This is an optimization exercise on Yosys and OpenROAD, whose aim is a short achievable clock period and few clock cycles, not a production implementation.
Function was checked by simulation only, so behaviour that the tests miss may differ from the original.
Power and IR drop assume default switching activity.

File: design/flow/run.sh
#!/bin/bash
# synth_recipe.tcl (not shown) runs the flow's synth.tcl, then flattens the netlist and writes it again
# the make line also repeats each setting of config.mk as NAME=value (left out here)
make -C /OpenROAD-flow-scripts/flow DESIGN_CONFIG=/design/flow/config.mk WORK_HOME=/design/flow/orfs CLKGATE_MAP_FILE= SYNTH_SCRIPT=/design/flow/synth_recipe.tcl finish
File: design/flow/config.mk
export PLATFORM = sky130hd
export DESIGN_NAME = Interface
export DESIGN_NICKNAME = Interface
export VERILOG_FILES = /design/flow/design.v
export SDC_FILE = /design/flow/constraint.sdc
export NUM_CORES = 4
export LEC_CHECK = 0
export CAP_MARGIN = 20
export CORE_MARGIN = 2
export CORE_UTILIZATION = 40
export SETUP_SLACK_MARGIN = 5
export SLEW_MARGIN = 20
File: design/flow/constraint.sdc
create_clock -name core_clock -period 28.0 [get_ports {clk}]
set_input_delay 5.6000 -clock core_clock [delete_from_list [all_inputs] [get_ports {clk}]]
set_output_delay 5.6000 -clock core_clock [all_outputs]
set_load 0.01 [all_outputs]
File: design/flow/design.v
module Adder_32bit (sum, overflow, data1, data2);
	output [31:0]sum;
	output overflow;
	input [31:0]data1,data2;
	wire  carry_out;
	wire [31:0] carry;
	genvar i;
   	generate 
		for(i=0; i<32; i=i+1)
			begin: Adder_32bit
				if(i==0) 
					half_adder f(sum[0], carry[0], data1[0], data2[0]);
				else
					full_adder f(sum[i], carry[i], data1[i], data2[i], carry[i-1]);
			end
   	endgenerate
	assign carry_out = carry[31];
	assign overflow=(data1[31]==1'b0 & data2[31]==1'b0 & sum[31]==1'b1)|(data1[31]==1'b1 & data2[31]==1'b1 & sum[31]==1'b0);
endmodule 
module half_adder(out, carry, in1, in2);
   output out, carry;
	input in1, in2;
   assign out = in1^in2;
   assign carry = in1&in2;
endmodule  
module full_adder(out, carry_out, in1, in2, carry_in);
   output out, carry_out;
	input in1, in2, carry_in;
	assign out = (in1^in2) ^ carry_in;
	assign carry_out = (in1&carry_in) | (in1&in2) | (in2&carry_in);
endmodule  
module Two_Complement(out, data);
	output [31:0]out;
	input [31:0]data;
	wire [31:0]one_complement;
	assign one_complement = ~data;
	Adder_32bit adder(out, overflow, one_complement, 32'd1);
endmodule 
module Multiply(
data1,data2,out,overflow
);
input [31:0]	data1,data2;
output [31:0]	out;
output 		overflow;
wire [63:0]	product;
wire [31:0]data1_m,data2_m;
wire [31:0]multiplier,multiplicant;
wire [31:0]product_m;
Two_Complement m1(data1_m,data1);
Two_Complement m2(data2_m,data2);
Two_Complement m3(product_m,product[31:0]);
assign multiplicant	=	(data1[31]==0) ? data1 : data1_m;
assign multiplier	=	(data2[31]==0) ? data2 : data2_m;
assign product = multiplicant * multiplier;
assign out = (data1[31]^data2[31]==0) ? product[31:0] : product_m;
assign overflow = (product[63:32]!=32'b0) ? 1'b1 : 1'b0;
endmodule
module ALU_Cal(ALU_out, Zero, overflow, ALUControl, read_data1, data2,data2_c);
	output [31:0] ALU_out;
	output Zero,overflow;
	input [31:0]read_data1;
	input [31:0]data2;
	input [3:0]ALUControl;
	output [31:0]data2_c;
	wire [31:0]sum,diff,product;
	wire overflow1,overflow2,overflow3;
	Two_Complement m1(data2_c,data2);
	Adder_32bit 	m2(sum,overflow1,read_data1,data2);
	Adder_32bit 	m3(diff,overflow2,read_data1,data2_c);
	Multiply 		m4(read_data1,data2,product,overflow3);
	assign ALU_out = 	(ALUControl == 4'b0010) ? sum :  
				(ALUControl == 4'b0110) ? diff :  
				(ALUControl == 4'b1000) ? product :  
				(ALUControl == 4'b0000) ? (read_data1 & data2) :  
				(ALUControl == 4'b0001) ? (read_data1 | data2) :  
				(read_data1 < data2);  
	assign Zero = (ALU_out == 0) ? 1 : 0;
	assign overflow = 	(ALUControl == 4'b0010) ? overflow1:
				(ALUControl == 4'b0110) ? overflow2:
				(ALUControl == 4'b1000) ? overflow3:
				1'b0;
endmodule	
module ALU_Control (ALUControl , function_code , ALUOp);
	output [3:0]ALUControl;
	input [5:0]function_code;
	input [1:0]ALUOp;
	assign ALUControl = 	(ALUOp == 2'b01) ? (4'b0110) :  
				(ALUOp == 2'b00) ? (4'b0010) :  
				(ALUOp	== 2'b11) ? (4'b0010) :  
			     	(function_code == 6'b100000) ? (4'b0010) :  
				(function_code == 6'b100010) ? (4'b0110) :  
				(function_code == 6'b011010) ? (4'b1111) :  
				(function_code == 6'b010010) ? (4'b1000) :  
				(function_code == 6'b100100) ? (4'b0000) :  
				(function_code == 6'b100101) ? (4'b0001) :  
				(function_code == 6'b101010) ? (4'b0111) :  
				4'b0010;  
endmodule						
module Add_Address_Branch(PC_in,offset,PC_out);
	output [31:0]PC_out;
	input [31:0]PC_in, offset;
	assign PC_out = PC_in + (offset << 2);
endmodule
module Add_PC(PC_in,PC_out);
	input [31:0]PC_in;
	output [31:0]PC_out;
	assign PC_out = PC_in+32'b100;
endmodule
module Exception_Handle(OPCode,ALU_out, ALUOp,rst, ALUControl,  OverFlow,read_data2, Enable);
input [3:0]ALUControl;
input [5:0]OPCode;
input [31:0]read_data2;
input [31:0]ALU_out;
input [1:0]ALUOp;
input OverFlow,rst;
output Enable;
assign Enable = (OPCode==6'b000010)? 0:
		(ALUOp==2'b00 & (ALU_out[0] | ALU_out[1])) ? 1:  
		(&ALUControl & ~|read_data2) ? 1:   
              	(OverFlow)? 1: 0;   
endmodule 
module JumpAddressing(PC_in,instruction,PC_out);
	input [3:0]PC_in;
	input [25:0]instruction;
	output [31:0]PC_out;
	wire [27:0]temp;
	assign PC_out={PC_in,instruction,2'b00};
endmodule
module Main_Control(Opcode,rst,Enable,RegDst,Branch,MemRead,MemtoReg,MemWrite,ALUSrc,RegWrite,Jump,ALUOp);
	input [5:0]Opcode;
	input rst;
	input Enable;	
	output reg RegDst,Branch,MemRead,MemtoReg,MemWrite,ALUSrc,RegWrite,Jump;
	output reg [1:0]ALUOp;
	always@(*)
	begin
		if(rst==1'b0 || Enable==1'b1)
			begin
			RegDst=1'b0;
			Branch=1'b0;
			MemRead=1'b0;
			MemtoReg=1'b0;
			MemWrite=1'b0;
			ALUSrc=1'b0;
			RegWrite=1'b0;
			ALUOp=2'b00;
			Jump=1'b0;
			end
		else begin
		case(Opcode)
		6'b000000:
					begin
					RegDst=1'b1;
					Branch=1'b0;
					MemRead=1'b0;
					MemtoReg=1'b0;
					MemWrite=1'b0;
					ALUSrc=1'b0;
					RegWrite=1'b1;
					ALUOp=2'b10;
					Jump=1'b0;
					end
		6'b100011:
					begin
					RegDst=1'b0;
					Branch=1'b0;
					MemRead=1'b1;
					MemtoReg=1'b1;
					MemWrite=1'b0;
					ALUSrc=1'b1;
					RegWrite=1'b1;
					ALUOp=2'b00;
					Jump=1'b0;
					end
		6'b101011:
					begin
					RegDst=1'bx; 
					Branch=1'b0;
					MemRead=1'b0;
					MemtoReg=1'bx; 
					MemWrite=1'b1;
					ALUSrc=1'b1;
					RegWrite=1'b0;
					ALUOp=2'b00;
					Jump=1'b0;
					end
		6'b000100:
					begin
					RegDst=1'bx; 
					Branch=1'b1;
					MemRead=1'b0;
					MemtoReg=1'bx; 
					MemWrite=1'b0;
					ALUSrc=1'b0;
					RegWrite=1'b0;
					ALUOp=2'b01;
					Jump=1'b0;
					end
		6'b001000:
					begin
					RegDst=1'b0;
					Branch=1'b0;
					MemRead=1'b0;
					MemtoReg=1'b0;
					MemWrite=1'b0;
					ALUSrc=1'b1;
					RegWrite=1'b1;
					ALUOp=2'b11;
					Jump=1'b0;
					end
		6'b000010:
					begin
					RegDst=1'b0;
					Branch=1'b0;
					MemRead=1'b0;
					MemtoReg=1'b0;
					MemWrite=1'b0;
					ALUSrc=1'b0;
					RegWrite=1'b0;
					ALUOp=2'b00;
					Jump=1'b1;
					end
		default:
					begin
					RegDst=1'b0;
					Branch=1'b0;
					MemRead=1'b0;
					MemtoReg=1'b0;
					MemWrite=1'b0;
					ALUSrc=1'b0;
					RegWrite=1'b0;
					ALUOp=2'b00;
					Jump=1'b0;
					end
		endcase
		end
	end
endmodule
module Mux_ALU(data_out, read_data2, sign_extend_data, ALUSrc);
	output [31:0]data_out;
	input [31:0]read_data2;
	input [31:0]sign_extend_data;
	input ALUSrc;
	assign data_out = (ALUSrc == 1'b0) ? read_data2 : sign_extend_data;
endmodule 
module Mux_Jump(PC_out,PC_jump,PC_other,Jump);
	output [31:0]PC_out;
	input [31:0]PC_jump,PC_other;
	input Jump;
	assign PC_out = (Jump==1'b1) ? PC_jump : PC_other;
endmodule 
module Mux_Memory(reg_write_data, read_data, ALU_out, MemtoReg);
	output [31:0]reg_write_data;
	input [31:0]read_data, ALU_out;
	input MemtoReg;
	assign reg_write_data = (MemtoReg==1'b1) ? read_data : ALU_out;
endmodule 
module Mux_PC(PC_out, PC_in_add4, PC_in_addim, Branch, Zero);
	output [31:0]PC_out;
	input [31:0]PC_in_add4,PC_in_addim;
	input Branch, Zero;
	assign PC_out = (Branch && Zero) ? PC_in_addim : PC_in_add4;
endmodule 	
module Mux_Register(RegDst,rt_register, rd_register, write_register);
	input RegDst;
	input [4:0]rt_register,rd_register;
	output [4:0] write_register;
	assign write_register = (RegDst == 1'b1) ? rd_register : rt_register;
endmodule
module PC(PC_in,PC_out,clk,Enable,rst);
	input [31:0]PC_in;
	input clk,rst,Enable;
	output reg [31:0]PC_out;
	always@(posedge clk  or negedge rst)
		begin
		if(!rst)
			PC_out<=32'b0;
		else if (!Enable)
			PC_out<=PC_in;
		end
endmodule
module Register_File(read_register1, read_register2 ,write_register, write_data, RegWrite, clk, rst, read_data1, read_data2);
	input [4:0]read_register1,read_register2,write_register;
	input [31:0]write_data;
	input RegWrite,clk,rst;
	output [31:0]read_data1,read_data2;
	wire [31:0]register[0:31];
	assign read_data1 = (!rst) ? 32'b0: register[read_register1];
	assign read_data2 = (!rst) ? 32'b0: register[read_register2];
	genvar g;
	generate
		for (g = 0; g < 32; g = g + 1) begin: regs
			reg [31:0] q;
			assign register[g] = q;
			if (g >= 16 && g <= 21) begin: with_reset
				always @(posedge clk or negedge rst)
				begin
					if(!rst)
						q <= g - 16;
					else if(RegWrite && write_register == g)
						q <= write_data;
				end
			end else begin: no_reset
				always @(posedge clk)
				begin
					if(rst && RegWrite && write_register == g)
						q <= write_data;
				end
			end
		end
	endgenerate
endmodule 
module Sign_Extend (sign_extend_in , sign_extend_out);
	input [15:0]sign_extend_in;
	output [31:0]sign_extend_out;
	wire [15:0]temp0=16'b0;
	wire [15:0]temp1=~temp0;
	assign sign_extend_out = (sign_extend_in[15]==1'b1) ? {temp1 , sign_extend_in[15:0]} : {temp0  , sign_extend_in[15:0]};
endmodule
module Interface(
clk,rst,imem_addr,imem_rdata,dmem_addr,dmem_wdata,dmem_we,dmem_rdata,halted,epc
);
	input 	clk,
	      	rst;
	input [31:0]	imem_rdata, 
			dmem_rdata; 
	output [31:0]	imem_addr, 
			dmem_wdata,
			epc; 
	output [4:0]	dmem_addr; 
	output		dmem_we,
			halted;
	wire [31:0] 	instruction,
			read_data1,
			read_data2,
			ALU_out,
			read_data_mem,
			sign_extend_out,
			PC_output,
			PC_input,
			reg_write_data,
			Add_PC_output,
			Add_Address_Branch_output,
			ALU_data2,
			PC_output_jump,
			PC_output_MUX_branch;			
	wire [4:0]	write_register;
	wire [3:0] 	ALUControl;
	wire [1:0]	ALUOp;
	wire 	Zero,
		OverFlow,
		RegDst,
		Branch,
		MemRead,
		MemtoReg,
		MemWrite,
		ALUSrc,
		RegWrite,
		Enable,
		Jump;
	reg	halted_q;
	assign instruction	= imem_rdata;
	assign read_data_mem	= MemRead ? dmem_rdata : 32'b0;
	assign imem_addr	= PC_output;
	assign dmem_addr	= ALU_out[6:2];
	assign dmem_wdata	= read_data2;
	assign dmem_we		= MemWrite & ~Enable;
	assign epc		= PC_output;
	assign halted		= halted_q;
	always @(posedge clk or negedge rst)
	begin
		if(!rst)
			halted_q <= 1'b0;
		else if(Enable)
			halted_q <= 1'b1;
	end
	Exception_Handle Exception(
			.OPCode(instruction[31:26]),
			.ALU_out(ALU_out),
			.ALUOp(ALUOp),
			.rst(rst),
			.ALUControl(ALUControl),
			.OverFlow(OverFlow),
			.read_data2(read_data2),
			.Enable(Enable)
			);
	PC module_PC(
			.Enable(Enable),
			.PC_in(PC_input),
			.clk(clk),
			.rst(rst),
			.PC_out(PC_output)
			);
	Add_PC module_Add_PC(
			.PC_in(PC_output),
			.PC_out(Add_PC_output)
			);
	Add_Address_Branch module_Add_Address_Branch(
			.PC_in(Add_PC_output),
			.offset(sign_extend_out),
			.PC_out(Add_Address_Branch_output)
			);
	Mux_PC module_Mux_PC(
			.PC_in_add4(Add_PC_output),
			.PC_in_addim(Add_Address_Branch_output),
			.Branch(Branch),
			.Zero(Zero),
			.PC_out(PC_output_MUX_branch)
			);
	JumpAddressing module_JumpAddressing(
			.PC_in(Add_PC_output[31:28]),
			.instruction(instruction[25:0]),
			.PC_out(PC_output_jump)
			);
	Mux_Jump module_MUX_Jump(
			.PC_jump(PC_output_jump),
			.PC_other(PC_output_MUX_branch),
			.Jump(Jump),
			.PC_out(PC_input)
			);
	Main_Control module_Main_Control(
			.Opcode(instruction[31:26]),
			.rst(rst),
			.Enable(1'b0),
			.RegDst(RegDst),
			.Branch(Branch),
			.MemRead(MemRead),
			.MemtoReg(MemtoReg),
			.MemWrite(MemWrite),
			.ALUSrc(ALUSrc),
			.RegWrite(RegWrite),
			.ALUOp(ALUOp),
			.Jump(Jump)
			);
	Mux_Register module_Mux_Register(
			.RegDst(RegDst),
			.rt_register(instruction[20:16]),
			.rd_register(instruction[15:11]),
			.write_register(write_register)
			);
	Register_File module_Register_File(
			.read_register1(instruction[25:21]),
			.read_register2(instruction[20:16]),
			.write_register(write_register),
			.write_data(reg_write_data),
			.RegWrite(RegWrite & ~Enable),
			.clk(clk),
			.rst(rst),
			.read_data1(read_data1),
			.read_data2(read_data2)
			);
	Sign_Extend module_Sign_Extend(
			.sign_extend_in(instruction[15:0]),
			.sign_extend_out(sign_extend_out)
			);
	Mux_ALU module_Mux_ALU(
			.read_data2(read_data2),
			.sign_extend_data(sign_extend_out),
			.ALUSrc(ALUSrc),
			.data_out(ALU_data2)
			);
	ALU_Control module_ALU_Control(
			.function_code(instruction[5:0]),  
			.ALUOp(ALUOp),
			.ALUControl(ALUControl)
			);
	ALU_Cal module_ALU_Cal(
			.read_data1(read_data1),
			.data2(ALU_data2),
			.ALUControl(ALUControl),
			.ALU_out(ALU_out),
			.Zero(Zero),
			.overflow(OverFlow)
			);
	Mux_Memory module_Mux_Memory(
			.read_data(read_data_mem),
			.ALU_out(ALU_out),
			.MemtoReg(MemtoReg),
			.reg_write_data(reg_write_data)
			);
endmodule
==> impl_metrics.yaml <==
timing:
  maxSlewHeadroom: 0.1453
  setup_viol: 0
  timing.hold.ws_ns: 0.4824
  tns_ns: 0
  rsz0062_at_grt: "yes"
  slew_viol_final: 0
  fin_crit_sh: 0.9547
  fin_ws_ns: 1.269
  fmax_mhz: 37.41
  finalHoldViolCount: 0
  worst_pin_slew_ns: 1.282
  fin_worst_skew_ns: 0.04974
  finalCriticalPeriod_ns: 26.73
cts:
  cts.sinks: 1055
  cts_buffers: 108
  clk_latency_ns: 0.79
  root_buffer: "clkbuf_16"
  cts.clk_slew.worst_paths_ns: 0.10
  cts_tree: "yes"
  clock_path_buffers: 3
  cts.htree.levels: 3
  post_cts_hold_buffer_count: 0
pwr:
  max-vdd-ir-drop_uv: 455.1
  power_density_nw_per_um2: 154.6
  power_mw: 16.70
  p_leak_nw: 44.51
layout:
  nets: 10941
  fill_cells: 20842
  layoutNonFillerInstCount: 12539
  ff_latch_area_um2: 30570
  drive_gt1_frac: 0.1849
  multiInputGateArea_um2: 55160
  areaGrowthSynthToFinish_pct: 19.99
worst_setup_path:
  cp_slowest_cell: "o21ai_0"
  critPathArrivalTime_ns: 21.13
  critPathLaunchType: "input pin"
  crit_type: "in2out"
  critPathCaptureType: "output pin"
  worstPathRequired_ns: 22.40
  cp_max_fo: 15
  critPathMaxStageDelay_ns: 0.77
  worst_path_most_repeated_cell: "fa_2"
global_routing:
  grt_util_all_layers: 0.4029
  antenna_found_initial: 29
  grt_max_degree: 95
  grt_pass1_wl_um: 646500
  grt_pass1_vias: 81149
  gr-total-overflow: 0
placed_design:
  dpl.cell_count: 12162
  portBuffers: 164
  gp_congestion: 1.060
  hpwl_um: 337400
  place_ws_ns: -1.131
yosys:
  ys_async_sr_fraction: 0.2114
  synth_cell_type_count: 105
  ys_seq_area_frac: 0.3397
  synth_area_um2: 90010
  synth_edf_count: 832
  ys.flop_type: "edfxtp_1"
  yosys_warnings: 5
  synth.avg_cell_area_um2: 10.37
  synthCells: 8679
  synth_seq_cells: 1055
floorplanning:
  core_um2: 224200
  start_util: 0.4014
  rows: 174
  dieWidth_um: 478.4
  dieArea_um2: 228800
  die_h_um: 478.4
  ios: 169
min_path:
  hold_path.class: "reg2reg"
detailed_routing:
  drc_errors: 0
  wl_per_cell_um: 37.26
  drt_iter0_drc: 11634
  drtPass1Iterations: 10
  drt-total-wl_um: 467200
  antenna_left: 0
  num_vias: 80991
  via_per_inst: 6.459
job:
  drv_cap: 0
run_status:
  outcome: "no timing/DRC/antenna violations"
[Yosys cell counts (all sizes together) (19+ instances only)]
| cell | number | area share |
|---|---|---|
| nand4 | 172 | 0.012 |
| o211ai | 23 | 0.0019 |
| o21ai | 203 | 0.011 |
| buf | 172 | 0.012 |
| inv | 1102 | 0.046 |
| a221oi | 213 | 0.021 |
| nand2 | 807 | 0.034 |
| and3 | 70 | 0.0049 |
| a2111oi | 26 | 0.0028 |
| a211oi | 22 | 0.0020 |
| xor2 | 25 | 0.0024 |
| o21a | 19 | 0.0016 |
| a21o | 41 | 0.0034 |
| mux2i | 78 | 0.0087 |
| a22o | 217 | 0.021 |
| nor2b | 21 | 0.0015 |
| nor4 | 44 | 0.0033 |
| dfrtp | 216 | 0.060 |
| fa | 957 | 0.21 |
| a21oi | 267 | 0.015 |
| nor3 | 123 | 0.0071 |
| a31oi | 40 | 0.0029 |
| nand3 | 200 | 0.012 |
| and4 | 25 | 0.0024 |
| edfxtp | 832 | 0.28 |
| xnor2 | 70 | 0.0068 |
| or3 | 23 | 0.0016 |
| a22oi | 457 | 0.038 |
| o22ai | 25 | 0.0017 |
| nand2b | 28 | 0.0019 |
| and2 | 43 | 0.0030 |
| nor2 | 803 | 0.034 |
| mux2 | 223 | 0.028 |
| clkbuf | 379 | 0.016 |
| ha | 482 | 0.067 |
[power by group]
part / total (mW) / switching (mW) / internal (mW)
registers: 1.83 / 0.0389 / 1.79
logic: 13.3 / 7.62 / 5.67
clock network: 1.58 / 0.684 / 0.895
[stage by stage]
step                  util  cell area [um^2]
CTS                 0.4782            107200
global route        0.4815            108000
finish              0.4817            108000
detailed placement  0.4530            101600
global placement    0.4529            101600
floorplan                -             90550
[kinds of logic (layout without fill, tap and decap cells)]
kind of cell	after synthesis	after routing	share of synthesized area
XOR/XNOR	95	95	0.009244
buffers and inverters	1656	2506	0.07370
AND/OR/NAND/NOR	2439	2439	0.1246
flip-flops	1055	1055	0.3397
adder cells (fa/ha/maj)	1439	1439	0.2798
other	1	19	0.00004166
AO/OA/AOI/OAI	1693	1693	0.1364
multiplexers	301	301	0.03657
[cells in the final DEF (no fill, tap or decap), types with 62 or more instances in the layout]
cell type / synthesis / layout
inv_1: 1102 / 1087
buf_4: 49 / 910
fa_1: 957 / 886
edfxtp_1: 832 / 832
nand2_1: 805 / 792
nor2_1: 785 / 721
a22oi_1: 457 / 436
ha_1: 482 / 435
a21oi_1: 266 / 231
a22o_1: 217 / 216
dfrtp_1: 216 / 216
a221oi_1: 213 / 205
nand3_1: 194 / 189
nand4_1: 171 / 171
mux2_1: 160 / 160
clkdlybuf4s50_1: 0 / 152
o21ai_0: 160 / 137
clkbuf_16: 0 / 115
nor3_1: 121 / 88
fa_2: 0 / 71
buf_12: 0 / 70
xnor2_1: 70 / 69
and3_1: 70 / 68
nor2_4: 0 / 66
mux2i_1: 78 / 63
mux2_2: 63 / 62
[area by class of cell]
| class | count | share of cell area |
|---|---|---|
| Timing Repair Buffer | 1195 | 0.09744 |
| Clock inverter | 63 | 0.007217 |
| Tap cell | 2992 | 0.03466 |
| Clock buffer | 143 | 0.02806 |
| Sequential cell | 1055 | 0.2831 |
| Antenna cell | 15 | 0.0003475 |
| Inverter | 1105 | 0.03852 |
| Multi-Input combinational cell | 5971 | 0.5107 |
[sequential cells by signal (all words and copies together) (netlist names)]
signal and cells:
module_Register_File.regs.q 1024, module_PC.PC_out 30, halted_q 1
[routing by layer]
metal,up-vias,track usage,share of wire
met1,41038,0.4883,0.36
met5,-,0.006092,0.00082
met4,18,0.2683,0.087
met2,6106,0.6167,0.44
li1,31901,-,-
met3,1928,0.1245,0.12
[critical path, delay by kind of cell]
| kind | cells | cell delay (ns) |
|---|---|---|
| compound gates | 4 | 1.25 |
| xor+xnor | 1 | 0.17 |
| fa+ha+maj | 31 | 11.38 |
| buf+inv | 9 | 1.17 |
| mux | 2 | 0.44 |
| simple gates | 6 | 1.06 |
[path summary, 6_finish.rpt]
| path | cells past startpoint | to | slack (ns) | start |
|---|---|---|---|---|
| max | 53 | dmem_we | 1.27 | imem_rdata[17] |
| min | 1 | halted_q$_DFFE_PN0N_ | 0.48 | halted_q$_DFFE_PN0N_ |
| max reg2reg | 57 | module_Register_File.regs[30].q[15]$_DFFE_PP_ | 9.94 | module_Register_File.regs[11].q[0]$_DFFE_PP_ |
| min reg2reg | 1 | halted_q$_DFFE_PN0N_ | 0.48 | halted_q$_DFFE_PN0N_ |
| max in group asynchronous | 4 | module_Register_File.regs[18].q[7]$_DFFE_PN0P_ | 21.72 | rst |
| min in group asynchronous | 1 | module_Register_File.regs[18].q[0]$_DFFE_PN0P_ | 4.75 | rst |
[timing repair]
action,CTS,global route
pin swaps,146,123
setup buffers,111,39
setup endpoints to repair,1051,633
resized for setup,213,98
cloned,3,2
Testbench counts, summed over its fixed seeds: cycles 27,468.

-- port drivers added, routing unchanged --
How much do the figures lean on ideal ports? The routed layout below was timed once more, with nothing changed but the port constraints. Step 1, drivers: a clkbuf_16 drives clk and a buf_2 each remaining input, both assumed. Step 2, shift: input delay + t, output delay - t, t = (earliest + latest rising clock arrival at the registers) / 2. This alone moves slack from input paths to output paths. Slacks: ideal / step 1 / step 2; pairs: ideal / step 1.
t, ns: 0.835
setup WS [ns]: 1.269 / 1.078 / 1.078
pins driven straight from the clock port: 1
After both steps this run still meets setup and hold. The setup slack of this run moves by -0.191 ns with the drivers and by -0.191 ns with both steps.
